Context: an optimization exercise on an open-source flow, tuned for small area and a short achievable clock period. The choices shown serve that exercise and are no tape-out recipe.
The RTL was checked by simulation tests, not by an equivalence proof against the original design.

==> run a: inputs <==
==> flow/design.v (excerpt) <==
module SingleCPU(
    input CLK,
    input RESET,
    input wait_transport,
    input uart_rx_pin,
    output led1,
    output led2,
    output led3,
    output led4,
    output reg dig1,
    output reg dig2,
    output reg dig3,
    output reg dig4,
    output reg dig5,
    output reg dig6,
    output reg [6:0] out
);
    reg rx_reg1, rx_reg2, rx_reg3;
    reg start_nedge, work_en, bit_flag, rx_flag, po_flag;
    reg [3:0] baud_cnt;
    reg [3:0] bit_cnt;
    reg [7:0] rx_data;
    wire last_bit = (bit_cnt == 4'd8) && bit_flag;
    always @(posedge CLK or negedge RESET) begin
        if (!RESET) begin
            rx_reg1 <= 1'b1;
            rx_reg2 <= 1'b1;
            rx_reg3 <= 1'b1;
            start_nedge <= 1'b0;
            work_en <= 1'b0;
            baud_cnt <= 4'd0;
            bit_flag <= 1'b0;
            bit_cnt <= 4'd0;
            rx_flag <= 1'b0;
            po_flag <= 1'b0;
        end else begin
            rx_reg1 <= uart_rx_pin;
            rx_reg2 <= rx_reg1;
            rx_reg3 <= rx_reg2;
            start_nedge <= ~rx_reg2 & rx_reg3;
            if (start_nedge)
                work_en <= 1'b1;
            else if (last_bit)
                work_en <= 1'b0;
            if (!work_en)
                baud_cnt <= 4'd0;
            else
                baud_cnt <= baud_cnt + 4'd1;
            bit_flag <= (baud_cnt == 4'd7);
            if (last_bit)
                bit_cnt <= 4'd0;
            else if (bit_flag)
                bit_cnt <= bit_cnt + 4'd1;
            rx_flag <= last_bit;
            po_flag <= rx_flag;
        end
    end
    always @(posedge CLK) begin
        if (bit_flag && bit_cnt != 4'd0 && bit_cnt <= 4'd8)
            rx_data <= {rx_reg3, rx_data[7:1]};
    end
    localparam S_WAIT_COUNT     = 3'd1;
    localparam S_WAIT_COUNT_MSB = 3'd2;
    localparam S_LOAD_LSB       = 3'd3;
    localparam S_LOAD_MSB       = 3'd4;
    localparam S_LOAD_DONE      = 3'd5;
    localparam S_RUNNING        = 3'd6;
    reg [2:0] state;
    reg [7:0] temp_lsb;
    reg [15:0] remaining;        
    reg [7:0] waddr;             
  ...
==> flow/config.mk <==
export PLATFORM = sky130hd
export DESIGN_NAME = SingleCPU
export DESIGN_NICKNAME = SingleCPU
export VERILOG_FILES = /design/flow/design.v
export SDC_FILE = /design/flow/constraint.sdc
export NUM_CORES = 4
export LEC_CHECK = 0
export CAP_MARGIN = 20
export CORE_MARGIN = 2
export CORE_UTILIZATION = 55
export PLACE_DENSITY = 0.65
export SLEW_MARGIN = 20
==> flow/constraint.sdc <==
create_clock -name core_clock -period 17.0 [get_ports {CLK}]
set_input_delay 3.4000 -clock core_clock [delete_from_list [all_inputs] [get_ports {CLK}]]
set_output_delay 3.4000 -clock core_clock [all_outputs]
set_load 0.01 [all_outputs]
run.sh (not shown) runs the stock make flow with config.mk's settings and CLKGATE_MAP_FILE= SYNTH_SCRIPT=/design/flow/synth_recipe.tcl, a recipe that flattens the netlist after the stock synthesis.
==> run b (differences from run a) <==
--- a/flow/design.v
+++ b/flow/design.v
@@ -99,22 +99,39 @@
                 waddr <= waddr + 8'd1;
             end
         end
     end
     wire imem_we = (state == S_LOAD_MSB) && po_flag;
+    function [5:0] agen_of;
+        input [15:0] w;
+        begin
+            if (w[3:0] == 4'd1)
+                agen_of = {w[15], w[15:12], 1'b0};
+            else if (w[3:1] == 3'b011)
+                agen_of = {w[7], w[7], w[7:4]};
+            else
+                agen_of = {w[15], w[15], w[15:12]};
+        end
+    endfunction
     reg [7:0] nrot;              
     reg [7:0] pend_addr;
     reg [15:0] pend_data;
     reg [15:0] word0;
+    reg [5:0] agen0;             
     always @(posedge CLK)
-        nrot <= nrot - 8'd1;
+        if (nrot == nrot)
+            nrot <= nrot - 8'd1;
+        else
+            nrot <= 8'd0;
     always @(posedge CLK) begin
         if (imem_we) begin
             pend_addr <= waddr;
             pend_data <= rx_word;
-            if (waddr == 8'd0)
+            if (waddr == 8'd0) begin
                 word0 <= rx_word;
+                agen0 <= agen_of(rx_word);
+            end
         end
     end
     wire [15:0] slot [0:255];
     genvar k;
     generate
@@ -128,19 +145,29 @@
                     q <= (pend_addr + nrot == 8'd0) ? pend_data : slot[0];
             end
             assign slot[k] = q;
         end
     endgenerate
-    function [15:0] ring_read;
-        input [255:0] sel;
-        integer j;
-        begin
-            ring_read = 16'd0;
-            for (j = 0; j < 256; j = j + 1)
-                ring_read = ring_read | (slot[j] & {16{sel[j]}});
+    genvar h;
+    wire [255:0] fsel;
+    wire [255:0] rsel;
+    wire [2047:0] fetch_pairs_flat, rom_pairs_flat;
+    generate
+        for (k = 0; k < 128; k = k + 1) begin : pr
+            for (h = 0; h < 4; h = h + 1) begin : nib
+                pair_read u_pair (
+                    .q0(slot[2*k][4*h +: 4]), .q1(slot[2*k+1][4*h +: 4]),
+                    .sa0(fsel[2*k]), .sa1(fsel[2*k+1]),
+                    .sb0(rsel[2*k]), .sb1(rsel[2*k+1]),
+                    .ya_n(fetch_pairs_flat[16*k + 4*h +: 4]),
+                    .yb_n(rom_pairs_flat[16*k + 4*h +: 4]));
+            end
         end
-    endfunction
+    endgenerate
+    wire [15:0] fetch_or, rom_or;
+    or_tree u_fetch_or (.x_n(fetch_pairs_flat), .y(fetch_or));
+    or_tree u_rom_or (.x_n(rom_pairs_flat), .y(rom_or));
     function [15:0] reg_read;
         input [15:0] sel;
         input [255:0] flat;
         integer j;
         begin
@@ -150,39 +177,28 @@
         end
     endfunction
     reg [15:0] pc;
     reg [15:0] ir;
     reg [15:0] sel_a, sel_b;     
-    reg first;                   
+    reg ran;
+    reg ran_k, ran_p;
     reg [15:0] regs [0:15];
     wire [255:0] regs_flat;
     generate
         for (k = 0; k < 16; k = k + 1) begin : rflat
             assign regs_flat[16*k +: 16] = regs[k];
         end
     endgenerate
-    wire [15:0] instr = first ? word0 : ir;
+    wire [15:0] instr = ran ? ir : word0;
     wire [3:0] op = instr[3:0];
     wire [3:0] f1 = instr[7:4];
     wire [3:0] f2 = instr[11:8];
     wire [3:0] f3 = instr[15:12];
     wire [15:0] ra = reg_read(sel_a, regs_flat);
     wire [15:0] rb = reg_read(sel_b, regs_flat);
     wire [8:0] nrot2 = {nrot, 1'b0};
-    function [5:0] agen_of;
-        input [15:0] w;
-        begin
-            if (w[3:0] == 4'd1)
-                agen_of = {w[15], w[15:12], 1'b0};
-            else if (w[3:1] == 3'b011)
-                agen_of = {w[7], w[7], w[7:4]};
-            else
-                agen_of = {w[15], w[15], w[15:12]};
-        end
-    endfunction
-    reg [5:0] agen_q;
-    wire [5:0] agen = first ? agen_of(word0) : agen_q;
+    wire [5:0] agen = ran_k ? agen_of(ir) : agen0;
     wire [15:0] agen_off = {{11{agen[5]}}, agen[4:0]};
     wire is_jalr  = (op == 4'd1);
     wire is_store = (op[3:1] == 3'b011);
     wire [15:0] addr = ra + agen_off;
     wire [8:0] addr_phys = ra[8:0] + (agen_off[8:0] + nrot2);
@@ -203,15 +219,29 @@
     wire taken = (op == 4'd2 && eq) || (op == 4'd3 && le);
     wire [15:0] pc_plus2 = pc + 16'd2;
     wire [15:0] br_off = (op == 4'd0) ? {{7{f3[3]}}, f3, f2, 1'b0} : {{11{f1[3]}}, f1, 1'b0};
     wire [15:0] pc_br = pc + br_off;
     reg [7:0] pphys_q;
-    wire [7:0] pphys = first ? nrot : pphys_q;
+    wire [7:0] pphys = ran_p ? pphys_q : nrot;
     wire [7:0] seq_phys = pphys + 8'd1;
     wire [7:0] br_phys = pphys + br_off[8:1];
     reg [15:0] npc;
     reg [7:0] npc_phys;
+    function [15:0] dec16;
+        input [3:0] v;
+        dec16 = 16'd1 << v;
+    endfunction
+    wire use_br = (op == 4'd0) || taken;
+    wire [15:0] fsel_hi = use_br ? dec16(br_phys[7:4]) :
+                          is_jalr ? dec16(addr_phys[8:5]) : dec16(seq_phys[7:4]);
+    wire [15:0] fsel_lo = use_br ? dec16(br_phys[3:0]) :
+                          is_jalr ? dec16(addr_phys[4:1]) : dec16(seq_phys[3:0]);
+    generate
+        for (h = 0; h < 16; h = h + 1) begin : fsel_g
+            assign fsel[16*h +: 16] = fsel_lo & {16{fsel_hi[h]}};
+        end
+    endgenerate
     always @(*) begin
         if (op == 4'd0 || taken) begin
             npc = pc_br;
             npc_phys = br_phys;
         end else if (is_jalr) begin
@@ -220,11 +250,12 @@
         end else begin
             npc = pc_plus2;
             npc_phys = seq_phys;
         end
     end
-    wire [15:0] rom_ring = ring_read(256'd1 << addr_phys[8:1]);
+    assign rsel = 256'd1 << addr_phys[8:1];
+    wire [15:0] rom_ring = rom_or;
     wire [15:0] rom_word = (addr[8:1] == pend_addr) ? pend_data : rom_ring;
     wire [7:0] rom_byte = addr[0] ? rom_word[7:0] : rom_word[15:8];
     reg [7:0] ram [0:63];
     wire [15:0] ram_word = {ram[{addr[5:1], 1'b1}], ram[{addr[5:1], 1'b0}]};
     wire [7:0] ram_byte = addr[0] ? ram_word[15:8] : ram_word[7:0];
@@ -256,23 +287,26 @@
         end
     end
     always @(posedge CLK or negedge RESET) begin
         if (!RESET) begin
             pc <= 16'd0;
-            first <= 1'b1;
+            ran <= 1'b0;
+            ran_k <= 1'b0;
+            ran_p <= 1'b0;
         end else begin
-            first <= 1'b0;
+            ran <= 1'b1;
+            ran_k <= running;
+            ran_p <= show_leds;
             if (running)
                 pc <= npc;
         end
     end
-    wire [15:0] fetch_ring = ring_read(256'd1 << npc_phys);
+    wire [15:0] fetch_ring = fetch_or;
     wire [15:0] fetch = (npc[8:1] == pend_addr) ? pend_data : fetch_ring;
     always @(posedge CLK) begin
         ir <= fetch;
         pphys_q <= npc_phys - 8'd1;
-        agen_q <= agen_of(fetch);
         sel_a <= 16'd1 << fetch[11:8];
         sel_b <= 16'd1 << fetch[15:12];
     end
     wire store = running && is_store;
     wire st_ram = store && (addr[15:12] == 4'd1);
@@ -363,5 +397,67 @@
             4'hE: out <= 7'b0000110;
             default: out <= 7'b0001110;
         endcase
     end
 endmodule
+module pair_read(
+    input [3:0] q0,
+    input [3:0] q1,
+    input sa0,
+    input sa1,
+    input sb0,
+    input sb1,
+    output [3:0] ya_n,
+    output [3:0] yb_n
+);
+    assign ya_n = ~((q0 & {4{sa0}}) | (q1 & {4{sa1}}));
+    assign yb_n = ~((q0 & {4{sb0}}) | (q1 & {4{sb1}}));
+endmodule
+module or_tree(
+    input [2047:0] x_n,
+    output [15:0] y
+);
+    wire [16*32-1:0] b;
+    wire [16*16-1:0] c;
+    wire [16*8-1:0] d;
+    wire [16*4-1:0] e;
+    genvar g;
+    generate
+        for (g = 0; g < 32; g = g + 1) begin : l1
+            nand4_16 u (.a(x_n[64*g +: 16]), .b(x_n[64*g+16 +: 16]), .c(x_n[64*g+32 +: 16]),
+                        .d(x_n[64*g+48 +: 16]), .y(b[16*g +: 16]));
+        end
+        for (g = 0; g < 16; g = g + 1) begin : l2
+            nor2_16 u (.a(b[32*g +: 16]), .b(b[32*g+16 +: 16]), .y(c[16*g +: 16]));
+        end
+        for (g = 0; g < 8; g = g + 1) begin : l3
+            nand2_16 u (.a(c[32*g +: 16]), .b(c[32*g+16 +: 16]), .y(d[16*g +: 16]));
+        end
+        for (g = 0; g < 4; g = g + 1) begin : l4
+            nor2_16 u (.a(d[32*g +: 16]), .b(d[32*g+16 +: 16]), .y(e[16*g +: 16]));
+        end
+    endgenerate
+    nand4_16 u_l5 (.a(e[0 +: 16]), .b(e[16 +: 16]), .c(e[32 +: 16]), .d(e[48 +: 16]), .y(y));
+endmodule
+module nand2_16(
+    input [15:0] a,
+    input [15:0] b,
+    output [15:0] y
+);
+    assign y = ~(a & b);
+endmodule
+module nand4_16(
+    input [15:0] a,
+    input [15:0] b,
+    input [15:0] c,
+    input [15:0] d,
+    output [15:0] y
+);
+    assign y = ~(a & b & c & d);
+endmodule
+module nor2_16(
+    input [15:0] a,
+    input [15:0] b,
+    output [15:0] y
+);
+    assign y = ~(a | b);
+endmodule
==> flow/flow/run.sh (new file) <==
#!/bin/bash
set -euo pipefail
bash standard.sh synth > synth.log 2>&1
export SETUP_SLACK_MARGIN=12
export TNS_END_PERCENT=10
bash standard.sh > layout.log 2>&1
==> flow/standard.sh (new file) <==
#!/bin/bash
# synth_recipe.tcl (not shown) runs the flow's synth.tcl, then flattens the netlist and writes it again
# the make line also repeats each setting of config.mk as NAME=value (left out here)
make -C /OpenROAD-flow-scripts/flow DESIGN_CONFIG=/design/flow/config.mk WORK_HOME=/design/flow/orfs CLKGATE_MAP_FILE= SYNTH_SCRIPT=/design/flow/synth_recipe.tcl "${@:-finish}"
--- a/flow/config.mk
+++ b/flow/config.mk
@@ -5,8 +5,11 @@
 export SDC_FILE = /design/flow/constraint.sdc
 export NUM_CORES = 4
 export LEC_CHECK = 0
 export CAP_MARGIN = 20
 export CORE_MARGIN = 2
-export CORE_UTILIZATION = 55
-export PLACE_DENSITY = 0.65
+export CORE_UTILIZATION = 45
+export CTS_CLUSTER_DIAMETER = 70
+export CTS_CLUSTER_SIZE = 25
+export PLACE_DENSITY = 0.55
 export SLEW_MARGIN = 20
+export SYNTH_HIERARCHICAL = 1
removed: flow/run.sh
==> results.sh <==
export IMPL_failed_stage="global routing (5_1_grt)"
export IMPL_error="[ERROR GRT-0116] Global routing finished with congestion. Check the congestion regions in the DRC Viewer."
export IMPL_netlist_top_cells_count="dfxtp_1 (4178), a22oi_1 (2620), nand2_1 (1078)"
export IMPL_cts_resized=0
export IMPL_outcome="aborted with a tool error"
the above is filed under run a

==> results.sh <==
export IMPL_outcome="timing/DRC/antenna clean"
export IMPL_cts_resized=799
export IMPL_critPathLaunch="sel_a[8]"
export IMPL_start_util_pct=45.2
export IMPL_netlist_top_cells_count="a22oi_1 (4380), dfxtp_1 (4173), nor2_1 (1427)"
the above is filed under run b

[what the ideal ports hide]
Ports are ideal in the flow. The routed layout listed here was re-timed in OpenROAD. Step 1 (the two cells are an assumption about what drives the block):
set clk [get_ports {CLK}]
set_driving_cell -lib_cell sky130_fd_sc_hd__clkbuf_16 $clk
set_driving_cell -lib_cell sky130_fd_sc_hd__buf_2 [delete_from_list [all_inputs] $clk]
Step 2 adds t to the input delays and takes it off the output delays; t is the mean of the earliest and latest rising clock arrival at the registers after step 1. Input paths then give back, and output paths get back, about the clock's delay inside the block. Slacks: ideal ports / drivers / drivers and shift; pairs: ideal ports / drivers.
run: run b
t, ns: 1.094
setup slack, ns: 9.705 / 9.705 / 9.705
clock arrival spread, ns: 0.079 / 0.078
worst slew at a driven data input, ns: 0.05
After both steps setup and hold are still met in run b. For run b, drivers alone change the setup slack by 0.000 ns; drivers and shift together by 0.000 ns.
